From an optimization exercise on the open Yosys and OpenROAD flow, aimed at small area, a short achievable clock period and few clock cycles; shortcuts taken in it are not production practice.
No run shown here included a check of the RTL's function; only the layout flow was run.
Power is estimated from default activity; no workload was simulated.

===== flow/run.sh =====
#!/bin/bash
# synth_recipe.tcl (not shown) runs the flow's synth.tcl, then flattens the netlist and writes it again
# the make line also repeats each setting of config.mk as NAME=value (left out here)
make -C /OpenROAD-flow-scripts/flow DESIGN_CONFIG=/design/flow/config.mk WORK_HOME=/design/flow/orfs CLKGATE_MAP_FILE= SYNTH_SCRIPT=/design/flow/synth_recipe.tcl finish

===== flow/config.mk =====
export PLATFORM = sky130hd
export DESIGN_NAME = CORDIC
export DESIGN_NICKNAME = CORDIC
export VERILOG_FILES = /design/flow/design.v
export SDC_FILE = /design/flow/constraint.sdc
export NUM_CORES = 4
export LEC_CHECK = 0
export ABC_AREA = 1
export CAP_MARGIN = 20
export CORE_MARGIN = 2
export CORE_UTILIZATION = 40
export SETUP_SLACK_MARGIN = 4
export SLEW_MARGIN = 20
export SYNTH_HIERARCHICAL = 1
export SYNTH_MINIMUM_KEEP_SIZE = 0

===== flow/constraint.sdc =====
create_clock -name core_clock -period 7.5 [get_ports {clk}]
set_input_delay 1.5000 -clock core_clock [delete_from_list [all_inputs] [get_ports {clk}]]
set_output_delay 1.5000 -clock core_clock [all_outputs]
set_load 0.01 [all_outputs]

===== flow/design.v =====
module CORDIC #(parameter integer W = 32)
(
    input wire clk,
    input wire start,
    input wire signed [31:0] x,
    input wire signed [31:0] y,
    output wire signed [W-1:0]phi,
    output wire done
);
reg [31:0] xr;
reg [31:0] yr;
reg [31:0] z;
reg [4:0] cnt;
reg dn;
reg [0:0] b27;   
reg dx;
reg dyn;
reg zen;
reg [1:0] c0;
wire d = yr[31];
wire [31:0] xs, ys, xn, yn, zn;
cordic_shr u_shx (.a(yr), .s({cnt[4:1], c0[0]}), .o(xs));
cordic_shr u_shy (.a(xr), .s({cnt[4:1], ~c0[1]}), .o(ys));
cordic_addsub u_addx (.a(xr), .b(xs), .inv(dx), .o(xn));
cordic_addsub u_addy (.a(yr), .b(ys), .inv(dyn), .o(yn));
wire [31:0] za;
cordic_ztab u_tab (.i(cnt), .en(zen), .o(za));
cordic_add u_addz (.a(z), .b(za), .o(zn));
cordic_fin u_fin (.a(z), .b(b27), .o(phi));
assign done = dn;
always @(posedge clk) begin
    if (start) begin
        xr  <= x;
        yr  <= y;
        z   <= 32'h906dfdfb;
    end else begin
        xr  <= xn;
        yr  <= yn;
        z   <= zn;
    end
    if (start) begin
        dyn <= ~y[31];
        dx  <= y[31];
        zen <= ~y[31];
    end else begin
        dyn <= ~yn[31];
        if (!dn) begin
            dx  <= yn[31];
            zen <= ~yn[31] & (cnt != 5'd26);
        end
    end
    if (start) begin
        cnt <= 5'd0;
        dn  <= 1'b0;
        c0[0] <= 1'b0;
        c0[1] <= 1'b1;
    end else if (!dn) begin
        cnt <= cnt + 5'd1;
        dn  <= (cnt == 5'd26);
        b27 <= {~yn[31]};
        c0[0] <= ~c0[0];
        c0[1] <= ~c0[1];
    end
end
endmodule
module cordic_shr (input wire [31:0] a, input wire [4:0] s, output wire [31:0] o);
wire [31:0] l0 = s[0] ? {{1{a[31]}}, a[31:1]} : a;
wire [31:0] l1 = s[1] ? {{2{l0[31]}}, l0[31:2]} : l0;
wire [31:0] l2 = s[2] ? {{4{l1[31]}}, l1[31:4]} : l1;
wire [31:0] l3 = s[3] ? {{8{l2[31]}}, l2[31:8]} : l2;
wire [31:0] l4 = s[4] ? {{16{l3[31]}}, l3[31:16]} : l3;
assign o = l4;
endmodule
module cordic_addsub (input wire [31:0] a, input wire [31:0] b, input wire inv, output wire [31:0] o);
wire [31:0] ax;
cordic_xor u_x (.a(a), .s(inv), .o(ax));
wire [31:0] p, g;
cordic_pgx u_pg (.a(a), .ax(ax), .b(b), .cin(inv), .p(p), .g(g));
cordic_pfx u_pfx (.p(p), .g(g), .cin(inv), .o(o));
endmodule
module cordic_xor (input wire [31:0] a, input wire s, output wire [31:0] o);
assign o = a ^ {32{s}};
endmodule
module cordic_pgx (input wire [31:0] a, input wire [31:0] ax, input wire [31:0] b, input wire cin, output wire [31:0] p, output wire [31:0] g);
assign p = ax ^ b;
wire [31:0] g1 = a & ~p;
assign g = {g1[31:1], g1[0] | (p[0] & cin)};
endmodule
module cordic_pfx (input wire [31:0] p, input wire [31:0] g, input wire cin, output wire [31:0] o);
wire G0_1 = g[1] | (p[1] & g[0]);
wire G0_3 = g[3] | (p[3] & g[2]);
wire P0_3 = p[3] & p[2];
wire G0_5 = g[5] | (p[5] & g[4]);
wire P0_5 = p[5] & p[4];
wire G0_7 = g[7] | (p[7] & g[6]);
wire P0_7 = p[7] & p[6];
wire G0_9 = g[9] | (p[9] & g[8]);
wire P0_9 = p[9] & p[8];
wire G0_11 = g[11] | (p[11] & g[10]);
wire P0_11 = p[11] & p[10];
wire G0_13 = g[13] | (p[13] & g[12]);
wire P0_13 = p[13] & p[12];
wire G0_15 = g[15] | (p[15] & g[14]);
wire P0_15 = p[15] & p[14];
wire G0_17 = g[17] | (p[17] & g[16]);
wire P0_17 = p[17] & p[16];
wire G0_19 = g[19] | (p[19] & g[18]);
wire P0_19 = p[19] & p[18];
wire G0_21 = g[21] | (p[21] & g[20]);
wire P0_21 = p[21] & p[20];
wire G0_23 = g[23] | (p[23] & g[22]);
wire P0_23 = p[23] & p[22];
wire G0_25 = g[25] | (p[25] & g[24]);
wire P0_25 = p[25] & p[24];
wire G0_27 = g[27] | (p[27] & g[26]);
wire P0_27 = p[27] & p[26];
wire G0_29 = g[29] | (p[29] & g[28]);
wire P0_29 = p[29] & p[28];
wire G0_31 = g[31] | (p[31] & g[30]);
wire P0_31 = p[31] & p[30];
wire G1_2 = g[2] | (p[2] & G0_1);
wire G1_3 = G0_3 | (P0_3 & G0_1);
wire G1_6 = g[6] | (p[6] & G0_5);
wire P1_6 = p[6] & P0_5;
wire G1_7 = G0_7 | (P0_7 & G0_5);
wire P1_7 = P0_7 & P0_5;
wire G1_10 = g[10] | (p[10] & G0_9);
wire P1_10 = p[10] & P0_9;
wire G1_11 = G0_11 | (P0_11 & G0_9);
wire P1_11 = P0_11 & P0_9;
wire G1_14 = g[14] | (p[14] & G0_13);
wire P1_14 = p[14] & P0_13;
wire G1_15 = G0_15 | (P0_15 & G0_13);
wire P1_15 = P0_15 & P0_13;
wire G1_18 = g[18] | (p[18] & G0_17);
wire P1_18 = p[18] & P0_17;
wire G1_19 = G0_19 | (P0_19 & G0_17);
wire P1_19 = P0_19 & P0_17;
wire G1_22 = g[22] | (p[22] & G0_21);
wire P1_22 = p[22] & P0_21;
wire G1_23 = G0_23 | (P0_23 & G0_21);
wire P1_23 = P0_23 & P0_21;
wire G1_26 = g[26] | (p[26] & G0_25);
wire P1_26 = p[26] & P0_25;
wire G1_27 = G0_27 | (P0_27 & G0_25);
wire P1_27 = P0_27 & P0_25;
wire G1_30 = g[30] | (p[30] & G0_29);
wire P1_30 = p[30] & P0_29;
wire G1_31 = G0_31 | (P0_31 & G0_29);
wire P1_31 = P0_31 & P0_29;
wire G2_4 = g[4] | (p[4] & G1_3);
wire G2_5 = G0_5 | (P0_5 & G1_3);
wire G2_6 = G1_6 | (P1_6 & G1_3);
wire G2_7 = G1_7 | (P1_7 & G1_3);
wire G2_12 = g[12] | (p[12] & G1_11);
wire P2_12 = p[12] & P1_11;
wire G2_13 = G0_13 | (P0_13 & G1_11);
wire P2_13 = P0_13 & P1_11;
wire G2_14 = G1_14 | (P1_14 & G1_11);
wire P2_14 = P1_14 & P1_11;
wire G2_15 = G1_15 | (P1_15 & G1_11);
wire P2_15 = P1_15 & P1_11;
wire G2_20 = g[20] | (p[20] & G1_19);
wire P2_20 = p[20] & P1_19;
wire G2_21 = G0_21 | (P0_21 & G1_19);
wire P2_21 = P0_21 & P1_19;
wire G2_22 = G1_22 | (P1_22 & G1_19);
wire P2_22 = P1_22 & P1_19;
wire G2_23 = G1_23 | (P1_23 & G1_19);
wire P2_23 = P1_23 & P1_19;
wire G2_28 = g[28] | (p[28] & G1_27);
wire P2_28 = p[28] & P1_27;
wire G2_29 = G0_29 | (P0_29 & G1_27);
wire P2_29 = P0_29 & P1_27;
wire G2_30 = G1_30 | (P1_30 & G1_27);
wire P2_30 = P1_30 & P1_27;
wire G2_31 = G1_31 | (P1_31 & G1_27);
wire P2_31 = P1_31 & P1_27;
wire G3_8 = g[8] | (p[8] & G2_7);
wire G3_9 = G0_9 | (P0_9 & G2_7);
wire G3_10 = G1_10 | (P1_10 & G2_7);
wire G3_11 = G1_11 | (P1_11 & G2_7);
wire G3_12 = G2_12 | (P2_12 & G2_7);
wire G3_13 = G2_13 | (P2_13 & G2_7);
wire G3_14 = G2_14 | (P2_14 & G2_7);
wire G3_15 = G2_15 | (P2_15 & G2_7);
wire G3_24 = g[24] | (p[24] & G2_23);
wire P3_24 = p[24] & P2_23;
wire G3_25 = G0_25 | (P0_25 & G2_23);
wire P3_25 = P0_25 & P2_23;
wire G3_26 = G1_26 | (P1_26 & G2_23);
wire P3_26 = P1_26 & P2_23;
wire G3_27 = G1_27 | (P1_27 & G2_23);
wire P3_27 = P1_27 & P2_23;
wire G3_28 = G2_28 | (P2_28 & G2_23);
wire P3_28 = P2_28 & P2_23;
wire G3_29 = G2_29 | (P2_29 & G2_23);
wire P3_29 = P2_29 & P2_23;
wire G3_30 = G2_30 | (P2_30 & G2_23);
wire P3_30 = P2_30 & P2_23;
wire G3_31 = G2_31 | (P2_31 & G2_23);
wire P3_31 = P2_31 & P2_23;
wire G4_16 = g[16] | (p[16] & G3_15);
wire G4_17 = G0_17 | (P0_17 & G3_15);
wire G4_18 = G1_18 | (P1_18 & G3_15);
wire G4_19 = G1_19 | (P1_19 & G3_15);
wire G4_20 = G2_20 | (P2_20 & G3_15);
wire G4_21 = G2_21 | (P2_21 & G3_15);
wire G4_22 = G2_22 | (P2_22 & G3_15);
wire G4_23 = G2_23 | (P2_23 & G3_15);
wire G4_24 = G3_24 | (P3_24 & G3_15);
wire G4_25 = G3_25 | (P3_25 & G3_15);
wire G4_26 = G3_26 | (P3_26 & G3_15);
wire G4_27 = G3_27 | (P3_27 & G3_15);
wire G4_28 = G3_28 | (P3_28 & G3_15);
wire G4_29 = G3_29 | (P3_29 & G3_15);
wire G4_30 = G3_30 | (P3_30 & G3_15);
wire G4_31 = G3_31 | (P3_31 & G3_15);
assign o = p ^ {G4_30, G4_29, G4_28, G4_27, G4_26, G4_25, G4_24, G4_23, G4_22, G4_21, G4_20, G4_19, G4_18, G4_17, G4_16, G3_15, G3_14, G3_13, G3_12, G3_11, G3_10, G3_9, G3_8, G2_7, G2_6, G2_5, G2_4, G1_3, G1_2, G0_1, g[0], cin};
endmodule
module cordic_add (input wire [31:0] a, input wire [31:0] b, output wire [31:0] o);
wire [31:0] p, g;
cordic_pgz u_pg (.a(a), .b(b), .p(p), .g(g));
cordic_pfx u_pfx (.p(p), .g(g), .cin(1'b0), .o(o));
endmodule
module cordic_pgz (input wire [31:0] a, input wire [31:0] b, output wire [31:0] p, output wire [31:0] g);
assign p = a ^ b;
assign g = a & b;
endmodule
module cordic_ztab (input wire [4:0] i, input wire en, output wire [31:0] o);
wire [31:0] t =
    ({32{i == 5'd0}} & 32'h6487ed52) |
    ({32{i == 5'd1}} & 32'h3b58ce0a) |
    ({32{i == 5'd2}} & 32'h1f5b75fa) |
    ({32{i == 5'd3}} & 32'h0feadd4e) |
    ({32{i == 5'd4}} & 32'h07fd56ee) |
    ({32{i == 5'd5}} & 32'h03ffaab8) |
    ({32{i == 5'd6}} & 32'h01fff556) |
    ({32{i == 5'd7}} & 32'h00fffeaa) |
    ({32{i == 5'd8}} & 32'h007fffd6) |
    ({32{i == 5'd9}} & 32'h003ffffa) |
    ({32{i == 5'd10}} & 32'h00200000) |
    ({32{i == 5'd11}} & 32'h00100000) |
    ({32{i == 5'd12}} & 32'h00080000) |
    ({32{i == 5'd13}} & 32'h00040000) |
    ({32{i == 5'd14}} & 32'h00020000) |
    ({32{i == 5'd15}} & 32'h00010000) |
    ({32{i == 5'd16}} & 32'h00008000) |
    ({32{i == 5'd17}} & 32'h00004000) |
    ({32{i == 5'd18}} & 32'h00002000) |
    ({32{i == 5'd19}} & 32'h00001000) |
    ({32{i == 5'd20}} & 32'h00000800) |
    ({32{i == 5'd21}} & 32'h00000400) |
    ({32{i == 5'd22}} & 32'h00000200) |
    ({32{i == 5'd23}} & 32'h00000100) |
    ({32{i == 5'd24}} & 32'h00000080) |
    ({32{i == 5'd25}} & 32'h00000040) |
    ({32{i == 5'd26}} & 32'h00000020);
assign o = en ? t : 32'h0;
endmodule
module cordic_finl0 (input wire [27:0] i, output wire [27:0] o);
assign o[0] = ~i[0];
assign o[1] = ~(i[1] & i[0]);
assign o[2] = ~(i[2] & i[1]);
assign o[3] = ~(i[3] & i[2]);
assign o[4] = ~(i[4] & i[3]);
assign o[5] = ~(i[5] & i[4]);
assign o[6] = ~(i[6] & i[5]);
assign o[7] = ~(i[7] & i[6]);
assign o[8] = ~(i[8] & i[7]);
assign o[9] = ~(i[9] & i[8]);
assign o[10] = ~(i[10] & i[9]);
assign o[11] = ~(i[11] & i[10]);
assign o[12] = ~(i[12] & i[11]);
assign o[13] = ~(i[13] & i[12]);
assign o[14] = ~(i[14] & i[13]);
assign o[15] = ~(i[15] & i[14]);
assign o[16] = ~(i[16] & i[15]);
assign o[17] = ~(i[17] & i[16]);
assign o[18] = ~(i[18] & i[17]);
assign o[19] = ~(i[19] & i[18]);
assign o[20] = ~(i[20] & i[19]);
assign o[21] = ~(i[21] & i[20]);
assign o[22] = ~(i[22] & i[21]);
assign o[23] = ~(i[23] & i[22]);
assign o[24] = ~(i[24] & i[23]);
assign o[25] = ~(i[25] & i[24]);
assign o[26] = ~(i[26] & i[25]);
assign o[27] = ~(i[27] & i[26]);
endmodule
module cordic_finl1 (input wire [27:0] i, output wire [27:0] o);
assign o[0] = ~i[0];
assign o[1] = ~i[1];
assign o[2] = ~(i[2] | i[0]);
assign o[3] = ~(i[3] | i[1]);
assign o[4] = ~(i[4] | i[2]);
assign o[5] = ~(i[5] | i[3]);
assign o[6] = ~(i[6] | i[4]);
assign o[7] = ~(i[7] | i[5]);
assign o[8] = ~(i[8] | i[6]);
assign o[9] = ~(i[9] | i[7]);
assign o[10] = ~(i[10] | i[8]);
assign o[11] = ~(i[11] | i[9]);
assign o[12] = ~(i[12] | i[10]);
assign o[13] = ~(i[13] | i[11]);
assign o[14] = ~(i[14] | i[12]);
assign o[15] = ~(i[15] | i[13]);
assign o[16] = ~(i[16] | i[14]);
assign o[17] = ~(i[17] | i[15]);
assign o[18] = ~(i[18] | i[16]);
assign o[19] = ~(i[19] | i[17]);
assign o[20] = ~(i[20] | i[18]);
assign o[21] = ~(i[21] | i[19]);
assign o[22] = ~(i[22] | i[20]);
assign o[23] = ~(i[23] | i[21]);
assign o[24] = ~(i[24] | i[22]);
assign o[25] = ~(i[25] | i[23]);
assign o[26] = ~(i[26] | i[24]);
assign o[27] = ~(i[27] | i[25]);
endmodule
module cordic_finl2 (input wire [27:0] i, output wire [27:0] o);
assign o[0] = ~i[0];
assign o[1] = ~i[1];
assign o[2] = ~i[2];
assign o[3] = ~i[3];
assign o[4] = ~(i[4] & i[0]);
assign o[5] = ~(i[5] & i[1]);
assign o[6] = ~(i[6] & i[2]);
assign o[7] = ~(i[7] & i[3]);
assign o[8] = ~(i[8] & i[4]);
assign o[9] = ~(i[9] & i[5]);
assign o[10] = ~(i[10] & i[6]);
assign o[11] = ~(i[11] & i[7]);
assign o[12] = ~(i[12] & i[8]);
assign o[13] = ~(i[13] & i[9]);
assign o[14] = ~(i[14] & i[10]);
assign o[15] = ~(i[15] & i[11]);
assign o[16] = ~(i[16] & i[12]);
assign o[17] = ~(i[17] & i[13]);
assign o[18] = ~(i[18] & i[14]);
assign o[19] = ~(i[19] & i[15]);
assign o[20] = ~(i[20] & i[16]);
assign o[21] = ~(i[21] & i[17]);
assign o[22] = ~(i[22] & i[18]);
assign o[23] = ~(i[23] & i[19]);
assign o[24] = ~(i[24] & i[20]);
assign o[25] = ~(i[25] & i[21]);
assign o[26] = ~(i[26] & i[22]);
assign o[27] = ~(i[27] & i[23]);
endmodule
module cordic_finl3 (input wire [27:0] i, output wire [27:0] o);
assign o[0] = ~i[0];
assign o[1] = ~i[1];
assign o[2] = ~i[2];
assign o[3] = ~i[3];
assign o[4] = ~i[4];
assign o[5] = ~i[5];
assign o[6] = ~i[6];
assign o[7] = ~i[7];
assign o[8] = ~(i[8] | i[0]);
assign o[9] = ~(i[9] | i[1]);
assign o[10] = ~(i[10] | i[2]);
assign o[11] = ~(i[11] | i[3]);
assign o[12] = ~(i[12] | i[4]);
assign o[13] = ~(i[13] | i[5]);
assign o[14] = ~(i[14] | i[6]);
assign o[15] = ~(i[15] | i[7]);
assign o[16] = ~(i[16] | i[8]);
assign o[17] = ~(i[17] | i[9]);
assign o[18] = ~(i[18] | i[10]);
assign o[19] = ~(i[19] | i[11]);
assign o[20] = ~(i[20] | i[12]);
assign o[21] = ~(i[21] | i[13]);
assign o[22] = ~(i[22] | i[14]);
assign o[23] = ~(i[23] | i[15]);
assign o[24] = ~(i[24] | i[16]);
assign o[25] = ~(i[25] | i[17]);
assign o[26] = ~(i[26] | i[18]);
assign o[27] = ~(i[27] | i[19]);
endmodule
module cordic_finl4 (input wire [27:0] i, output wire [27:0] o);
assign o[0] = ~i[0];
assign o[1] = ~i[1];
assign o[2] = ~i[2];
assign o[3] = ~i[3];
assign o[4] = ~i[4];
assign o[5] = ~i[5];
assign o[6] = ~i[6];
assign o[7] = ~i[7];
assign o[8] = ~i[8];
assign o[9] = ~i[9];
assign o[10] = ~i[10];
assign o[11] = ~i[11];
assign o[12] = ~i[12];
assign o[13] = ~i[13];
assign o[14] = ~i[14];
assign o[15] = ~i[15];
assign o[16] = ~(i[16] & i[0]);
assign o[17] = ~(i[17] & i[1]);
assign o[18] = ~(i[18] & i[2]);
assign o[19] = ~(i[19] & i[3]);
assign o[20] = ~(i[20] & i[4]);
assign o[21] = ~(i[21] & i[5]);
assign o[22] = ~(i[22] & i[6]);
assign o[23] = ~(i[23] & i[7]);
assign o[24] = ~(i[24] & i[8]);
assign o[25] = ~(i[25] & i[9]);
assign o[26] = ~(i[26] & i[10]);
assign o[27] = ~(i[27] & i[11]);
endmodule
module cordic_fin (input wire [31:0] a, input wire [0:0] b, output wire [31:0] o);
wire [27:0] t = a[31:4];
wire [27:0] f0;
cordic_finl0 u_f0 (.i(t), .o(f0));
wire [27:0] f1;
cordic_finl1 u_f1 (.i(f0), .o(f1));
wire [27:0] f2;
cordic_finl2 u_f2 (.i(f1), .o(f2));
wire [27:0] f3;
cordic_finl3 u_f3 (.i(f2), .o(f3));
wire [27:0] f4;
cordic_finl4 u_f4 (.i(f3), .o(f4));
wire [27:0] an = f4;
wire [27:0] bv = {b[0], b[0], b[0], b[0], b[0], b[0], b[0], b[0], b[0], b[0], b[0], b[0], b[0], b[0], b[0], b[0], b[0], b[0], b[0], b[0], b[0], b[0], b[0], b[0], b[0], b[0], b[0], b[0]};
cordic_finx u_x (.t(t), .an(an), .b(bv), .o(o[31:4]));
assign o[3:0] = a[3:0];
endmodule
module cordic_finx (input wire [27:0] t, input wire [27:0] an, input wire [27:0] b, output wire [27:0] o);
assign o[0] = t[0] ^ b[0];
assign o[1] = t[1] ^ (b[1] & ~an[0]);
assign o[2] = t[2] ^ (b[2] & ~an[1]);
assign o[3] = t[3] ^ (b[3] & ~an[2]);
assign o[4] = t[4] ^ (b[4] & ~an[3]);
assign o[5] = t[5] ^ (b[5] & ~an[4]);
assign o[6] = t[6] ^ (b[6] & ~an[5]);
assign o[7] = t[7] ^ (b[7] & ~an[6]);
assign o[8] = t[8] ^ (b[8] & ~an[7]);
assign o[9] = t[9] ^ (b[9] & ~an[8]);
assign o[10] = t[10] ^ (b[10] & ~an[9]);
assign o[11] = t[11] ^ (b[11] & ~an[10]);
assign o[12] = t[12] ^ (b[12] & ~an[11]);
assign o[13] = t[13] ^ (b[13] & ~an[12]);
assign o[14] = t[14] ^ (b[14] & ~an[13]);
assign o[15] = t[15] ^ (b[15] & ~an[14]);
assign o[16] = t[16] ^ (b[16] & ~an[15]);
assign o[17] = t[17] ^ (b[17] & ~an[16]);
assign o[18] = t[18] ^ (b[18] & ~an[17]);
assign o[19] = t[19] ^ (b[19] & ~an[18]);
assign o[20] = t[20] ^ (b[20] & ~an[19]);
assign o[21] = t[21] ^ (b[21] & ~an[20]);
assign o[22] = t[22] ^ (b[22] & ~an[21]);
assign o[23] = t[23] ^ (b[23] & ~an[22]);
assign o[24] = t[24] ^ (b[24] & ~an[23]);
assign o[25] = t[25] ^ (b[25] & ~an[24]);
assign o[26] = t[26] ^ (b[26] & ~an[25]);
assign o[27] = t[27] ^ (b[27] & ~an[26]);
endmodule

==> run notes, run 1 <==
* Reg clk slew, reported paths at 0.08 ns
* Max Fclk at 296 MHz
* Clock Latency Late Sink at 0.41 ns
* Max-cap viol count at 0
* Syn_area_per_cell at 5.18 µm²
* Initial Util at 40.6%
* Post-DP HPWL at 39600 µm
* CTS buffer count at 9
* Worst stage delay on the critical path at 0.53 ns
* Metal-1 WL at 25000 µm
* Largest net degree at the start of global routing at 71
* Total core area at 39800 µm²
* Via count of the first global-routing pass at 16200
* Setup TNS Final at 0 ns
* Clock buffer depth at 2
* Setup CP Type: reg -> out
* Critical Path RT at 6.00 ns
* Final std cells w/o fill at 3708
* Initial antenna violation count at 0
* Cells after DPL at 3650
* Critical path's top delay family: buffers and inverters
* Startpoint types: flip-flop
* H-tree depth at 3
* CTS sink cnt at 108
* Largest vdd supply drop at 0.186 mV
* Top Layer Used: met4
* Worst min path class: reg -> reg
* Warning count from the yosys run at 7
* RSZ-0062 raised after global routing: true
* Fin util at 45.7%
* Crit end category: output pin
* Final WS setup at 4.12 ns
* # IOs at 99
* Die area at 42100 µm²
* Final Hold Fails at 0
* Slew @ Worst Pin at 0.814 ns
* Syn Std Cell Area at 16200 µm²
* CTS root buf: clkbuf_16
* Synthesized instance count at 3125
* Ant diodes at 0
* R2R setup slack at 4.16 ns
* Final Max Slew Viols at 0
* Total global-route track usage at 24.4%
* Slew margin rel. at 45.8%
* Outcome: no timing/DRC/antenna violations
* Worst-path cell chain: nand2_1 -> inv_1 -> inv_1 -> inv_1 -> inv_1 -> inv_1 -> nand3_1 -> nand2_1 -> clkdlybuf4s50_1
* Final Wtd Congestion at 0.972
* Routed length on met2 at 23100 µm
* DR vias at 18600
* DR pass1 iterations at 7
* Post-route clock skew at 0.0163 ns
* Die height at 205 µm
* Avg Vias per Cell at 5.03
* Share of layout cells above drive strength 1 at 10.6%
* Die W at 205 µm
* Pre-CTS setup slack at 3.16 ns
* Num rows at 73
* Most used cell, CP: inv_1
* CP Buf/Inv Count at 6
* Tcrit/Tclk final at 45.1%
* # DRC at 0
* PwrDens at 475 nW/µm²
* Endpoints failing setup at 0
* Leakage at 0.0110 µW
* CTS tree: done
* Port buffer count at 98
* WHS at 0.466 ns
* Worst EP arrival at 1.88 ns
* Critical path fanouts, max at 4
* Initial drt markers at 1725
* Global-route wire length before repair at 82700 µm
* Routed WL at 52700 µm
* Wire per inst at 14.2 µm
* Final #Nets at 3293
* ANT nets after route at 0
* Layout Area Growth over Synthesis at 12.5%
* Remaining Overflow, GRT at 0
* Post-route minimum period at 3.38 ns
* WL met3 at 3390 µm
* CP max-delay cell: clkdlybuf4s50_1
## placed cells by master (no fill, tap or decap), types with 20 or more instances in the layout
cell type,n
nand2_1,1252
inv_1,463
nand3_1,402
nor2_1,314
a21oi_1,93
dfxtp_1,77
clkdlybuf4s50_1,72
nand2_2,67
nand3_2,62
ha_1,49
nor2_2,37
buf_4,32
nand2_4,24
xor2_1,23
or2_1,21
dfxtp_4,21
dlygate4sd2_1,20
## what timing repair did
action	CTS	global route
setup buffers	16	13
gates cloned	5	8
hold buffers	0	0
pin swaps	0	4
setup endpoints to repair	94	63
hold endpoints to repair	0	0
gates resized for setup	86	94
## final cells by class
cell class,count,area (µm²)
repair inverters,7,56.3
well taps,525,657
clock inverters,5,62.6
clock buffers,11,233
fillers,4421,21600
repair buffers,145,1530
inverters,490,1930
flip-flops and latches,108,2280
multi-input cells,2417,11500
## flip-flops by register name, indices dropped and copies added (netlist names)
signal,flops
dn,1
dx,1
xr,32
c0,2
z,32
yr,32
zen,1
dyn,1
b27,1
cnt,5
## report_power, final
part           internal (µW)  total (µW)  switching, µW
sequential               890        1460            574
clock                    261         522            261
combinational           2400        6670           4270
total                   3550        8660           5110
## worst reg2reg max path: cells and delay by family (launching register included)
family | cells | cell delay (ns)
fa+ha+maj | 1 | 0.16
buf+inv | 6 | 0.61
flops | 1 | 0.36
simple gates | 22 | 2.00
## metal layers
metal	vias up	GRT usage, %
met5	-	0
met4	0	7.14
met3	83	3.29
met2	596	38.5
met1	8347	34.3
li1	9612	-
## worst paths after layout
check,startpoint,endpoint,depth (start not counted)
setup / recovery,z[4]$_SDFF_PP1_,phi[6],9
setup reg to reg,c0[1]$_SDFFE_PP1N_,zen$_DFFE_PP_,29
hold / removal,c0[1]$_SDFFE_PP1N_,c0[1]$_SDFFE_PP1N_,1
hold reg to reg,c0[1]$_SDFFE_PP1N_,c0[1]$_SDFFE_PP1N_,1
## stage by stage
| stage | area, µm² | total power (µW) |
|---|---|---|
| 2_1_floorplan | 16200 | 6570 |
| 6_report | 18200 | 8660 |
| 4_1_cts | 17600 | 8480 |
| 3_5_place_dp | 17000 | 7900 |
| 5_1_grt | 18200 | 9780 |
| 3_3_place_gp | 17000 | 7770 |
==> run 2, diff against run 1 <==
--- a/flow/design.v
+++ b/flow/design.v
@@ -15,5 +15,2 @@
 reg [0:0] b27;   
-reg dx;
-reg dyn;
-reg zen;
 reg [1:0] c0;
@@ -21,8 +18,11 @@
 wire [31:0] xs, ys, xn, yn, zn;
-cordic_shr u_shx (.a(yr), .s({cnt[4:1], c0[0]}), .o(xs));
-cordic_shr u_shy (.a(xr), .s({cnt[4:1], ~c0[1]}), .o(ys));
-cordic_addsub u_addx (.a(xr), .b(xs), .inv(dx), .o(xn));
-cordic_addsub u_addy (.a(yr), .b(ys), .inv(dyn), .o(yn));
+wire [31:0] yx, xy;
+cordic_xor u_ix (.a(yr), .s(d), .o(yx));
+cordic_xor u_iy (.a(xr), .s(~d), .o(xy));
+cordic_shr u_shx (.a(yx), .s({cnt[4:1], c0[0]}), .o(xs));
+cordic_shr u_shy (.a(xy), .s({cnt[4:1], ~c0[1]}), .o(ys));
+cordic_addsub u_addx (.a(xr), .b(xs), .inv(d), .o(xn));
+cordic_addsub u_addy (.a(yr), .b(ys), .inv(~d), .o(yn));
 wire [31:0] za;
-cordic_ztab u_tab (.i(cnt), .en(zen), .o(za));
+cordic_ztab u_tab (.i(cnt), .d(d), .dn(dn), .o(za));
 cordic_add u_addz (.a(z), .b(za), .o(zn));
@@ -41,13 +41,2 @@
     if (start) begin
-        dyn <= ~y[31];
-        dx  <= y[31];
-        zen <= ~y[31];
-    end else begin
-        dyn <= ~yn[31];
-        if (!dn) begin
-            dx  <= yn[31];
-            zen <= ~yn[31] & (cnt != 5'd26);
-        end
-    end
-    if (start) begin
         cnt <= 5'd0;
@@ -74,8 +63,10 @@
 module cordic_addsub (input wire [31:0] a, input wire [31:0] b, input wire inv, output wire [31:0] o);
-wire [31:0] ax;
-cordic_xor u_x (.a(a), .s(inv), .o(ax));
 wire [31:0] p, g;
-cordic_pgx u_pg (.a(a), .ax(ax), .b(b), .cin(inv), .p(p), .g(g));
+cordic_pg u_pg (.a(a), .b(b), .cin(inv), .p(p), .g(g));
 cordic_pfx u_pfx (.p(p), .g(g), .cin(inv), .o(o));
 endmodule
+module cordic_pg (input wire [31:0] a, input wire [31:0] b, input wire cin, output wire [31:0] p, output wire [31:0] g);
+assign p = a ^ b;
+assign g = {a[31:1] & b[31:1], (a[0] & b[0]) | ((a[0] ^ b[0]) & cin)};
+endmodule
 module cordic_xor (input wire [31:0] a, input wire s, output wire [31:0] o);
@@ -83,7 +74,2 @@
 endmodule
-module cordic_pgx (input wire [31:0] a, input wire [31:0] ax, input wire [31:0] b, input wire cin, output wire [31:0] p, output wire [31:0] g);
-assign p = ax ^ b;
-wire [31:0] g1 = a & ~p;
-assign g = {g1[31:1], g1[0] | (p[0] & cin)};
-endmodule
 module cordic_pfx (input wire [31:0] p, input wire [31:0] g, input wire cin, output wire [31:0] o);
@@ -229,3 +215,3 @@
 endmodule
-module cordic_ztab (input wire [4:0] i, input wire en, output wire [31:0] o);
+module cordic_ztab (input wire [4:0] i, input wire d, input wire dn, output wire [31:0] o);
 wire [31:0] t =
@@ -258,3 +244,3 @@
     ({32{i == 5'd26}} & 32'h00000020);
-assign o = en ? t : 32'h0;
+assign o = (d | dn) ? 32'h0 : t;
 endmodule
==> run 2 against run 1 <==
Sequential power is 14% lower. Non-clock buffer count rose by 19. Clock power rose by 19%. Global-route usage fell by 0.57 points. Total power up 9.1%. Setup slack worse by 0.081 ns. Synthesized cell count down 11%. First-iteration DRC count fell by 12%. Routed wire length decreased by 4.9%. Count of clock-buffer cells in the layout unchanged.
==> run notes, run 2 <==
* Layout Area Growth over Synthesis at 19.1%
* Max Fclk at 289 MHz
* Worst EP arrival at 1.96 ns
* Slew @ Worst Pin at 0.823 ns
* RSZ-0062 raised after global routing: true
* CTS tree: done
* Fin util at 48.6%
* Critical path fanouts, max at 5
* Endpoints failing setup at 0
* Die height at 200 µm
* Num rows at 71
* Routed WL at 50100 µm
* Die area at 40100 µm²
* Design Power at 9450 µW
* Switch share at 55.8%
* Final Max Slew Viols at 0
* Slew margin rel. at 45.1%
* Internal power at 4180 µW
* Reg clk slew, reported paths at 0.08 ns
* Warning count from the yosys run at 7
* # IOs at 99
* Critical Path RT at 6.00 ns
* Cells after DPL at 3296
* Sequential power share at 13.3%
* Via count of the first global-routing pass at 15400
* GRT met2 Usage at 38.3%
* Share of layout cells above drive strength 1 at 17.4%
* Global-route wire length before repair at 78700 µm
* # DRC at 0
* Die W at 200 µm
* Ant diodes at 0
* Met1 global-route usage at 32.8%
* Crit end category: output pin
* Met3 Resource Use GR at 3.45%
* Comb pwr share at 80.2%
* CTS root buf: clkbuf_16
* Avg Vias per Cell at 5.06
* Wire per inst at 14.9 µm
* Max-cap viol count at 0
* Post-cts hold buffer count at 0
* Total global-route track usage at 23.8%
* Largest regs: xr: 32 flops, yr: 32 flops, z: 32 flops
* Post-DP HPWL at 36500 µm
* ANT nets after route at 0
* Syn Std Cell Area at 15400 µm²
* Grt peak-use layer: met2
* Total core area at 37800 µm²
* Final #Nets at 3035
* Largest vdd supply drop at 0.174 mV
* PwrDens at 514 nW/µm²
* Startpoint types: flip-flop
* Synthesized instance count at 2784
* Worst Hold Depth at 1
* Cell area after layout at 18400 µm²
* Setup CP Type: reg -> out
* Final std cells w/o fill at 3372
* Initial antenna violation count at 0
* Clock Latency Late Sink at 0.39 ns
* DR pass1 iterations at 6
* Port buffer count at 98
* Outcome: no timing/DRC/antenna violations
* Final Hold Fails at 0
* Clock buffer depth at 2
* Area after DPL at 16200 µm²
* Setup TNS Final at 0 ns
* P_sw at 5270 µW
* Commonest non-fill, non-tap cell in the layout: nand2_1
* Most frequent cells in the layout: nand2_1, nand3_1, inv_1
* CTS buffer count at 9
* Leakage at 0.0105 µW
* Tcrit/Tclk final at 46.2%
* Post-route clock skew at 0.0143 ns
* Largest net degree at the start of global routing at 69
* H-tree depth at 3
* Final Wtd Congestion at 0.911
* Remaining Overflow, GRT at 0
* Initial drt markers at 1526
* Reg2reg path depth at 24
* Initial Util at 40.8%
* Syn_area_per_cell at 5.54 µm²
* Clk network pwr share at 6.6%
* Worst min path class: reg -> reg
* Post-route minimum period at 3.46 ns
* CTS sink cnt at 105
* DR vias at 17100
==> run 2: changes by cell type in the layout (fill, tap and decap cells not counted), sizes merged, moves of 3 or more <==
cell / delta
clkbuf: -3
nor2: -201
clkinvlp: -4
a21oi: -10
inv: -123
a31oi: +3
nand3: -8
nand2: -80
buf: +21
ha: +64
o21ai: +11
nand4: +3
==> run 2: final timing paths <==
| check | to | start | slack, ns |
|---|---|---|---|
| worst max-delay path | phi[9] | z[6]$_SDFF_PP1_ | 4.04 |
| worst min-delay path | c0[1]$_SDFFE_PP1N_ | c0[1]$_SDFFE_PP1N_ | 0.51 |
| worst max register to register | b27$_DFFE_PP_ | yr[31]$_DFF_P_ | 4.14 |
| worst min register to register | c0[1]$_SDFFE_PP1N_ | c0[1]$_SDFFE_PP1N_ | 0.51 |
==> run 2: power groups by stage <==
| stage | combinational (µW) | clock (µW) | sequential, µW |
|---|---|---|---|
| after floorplan | 5340 | 0 | 1070 |
| after global placement | 6470 | 0 | 1220 |
| after detailed placement | 6560 | 0 | 1220 |
| after CTS | 6840 | 636 | 1240 |
| after global routing | 8610 | 653 | 1280 |
| final | 7570 | 620 | 1260 |
==> run 2: cell type report <==
type	count	area, µm²
clock buffer	11	264
tap	511	639
multi-input combinational	2205	11800
fill	4104	19500
sequential	105	2210
clock inverter	5	106
timing repair inverter	7	82.6
inverter	364	1470
timing repair buffer	164	1790
==> run 2: timing repair <==
| action | in CTS | in global routing |
|---|---|---|
| cloned | 9 | 5 |
| pin swaps | 3 | 41 |
| hold endpoints to repair | 0 | 0 |
| setup buffers | 15 | 31 |
| gates resized for setup | 124 | 203 |
| setup endpoints to repair | 110 | 65 |
==> run 2: critical path: stages (launching register included) <==
cell,delay [ns]
dfxtp_4,0.39
nand2_1,0.09
nor2_1,0.16
nand2_1,0.09
inv_1,0.08
inv_1,0.05
inv_1,0.06
nand3_1,0.06
nand2_1,0.08
clkdlybuf4s50_1,0.52
==> run 2: metal layers <==
layer  part of all wire [%]  wire, µm
met5                      0         0
met2                     45     22400
met4                    2.7      1330
met1                     47     23400
met3                    5.9      2970
==> run 2: through the flow <==
step,worst slack (ns),hold slack (ns)
after floorplan,4.25,0.434
after global placement,3.34,0.470
after detailed placement,3.28,0.491
after CTS,3.95,0.506
after global routing,3.88,0.516
final,4.04,0.509

-- port drivers added, routing unchanged --
The flow's constraints put no driver on any port. The routed layouts listed below were extracted and timed again, unchanged, in two steps. Step 1 assumes that a clkbuf_16 drives the clock port and a buf_2 every other input. Step 2 times the ports against the registers' clock, not the clock port: input delays grow and output delays shrink by t, the midpoint of the rising clock arrivals with the driver on. Slacks: no drivers / after step 1 / after step 2; pairs: no drivers / after step 1.
| run | t (ns) | slack for setup (ns) | worst hold slack (ns) | cell pins on the clock port's net |
|---|---|---|---|---|
| run 1 | 0.453 | 4.117 / 4.062 / 4.161 | 0.466 / 0.466 / 0.466 | 1 |
| run 2 | 0.433 | 4.035 / 3.985 / 4.136 | 0.509 / 0.509 / 0.509 | 1 |
After both steps every run listed still meets setup and hold.
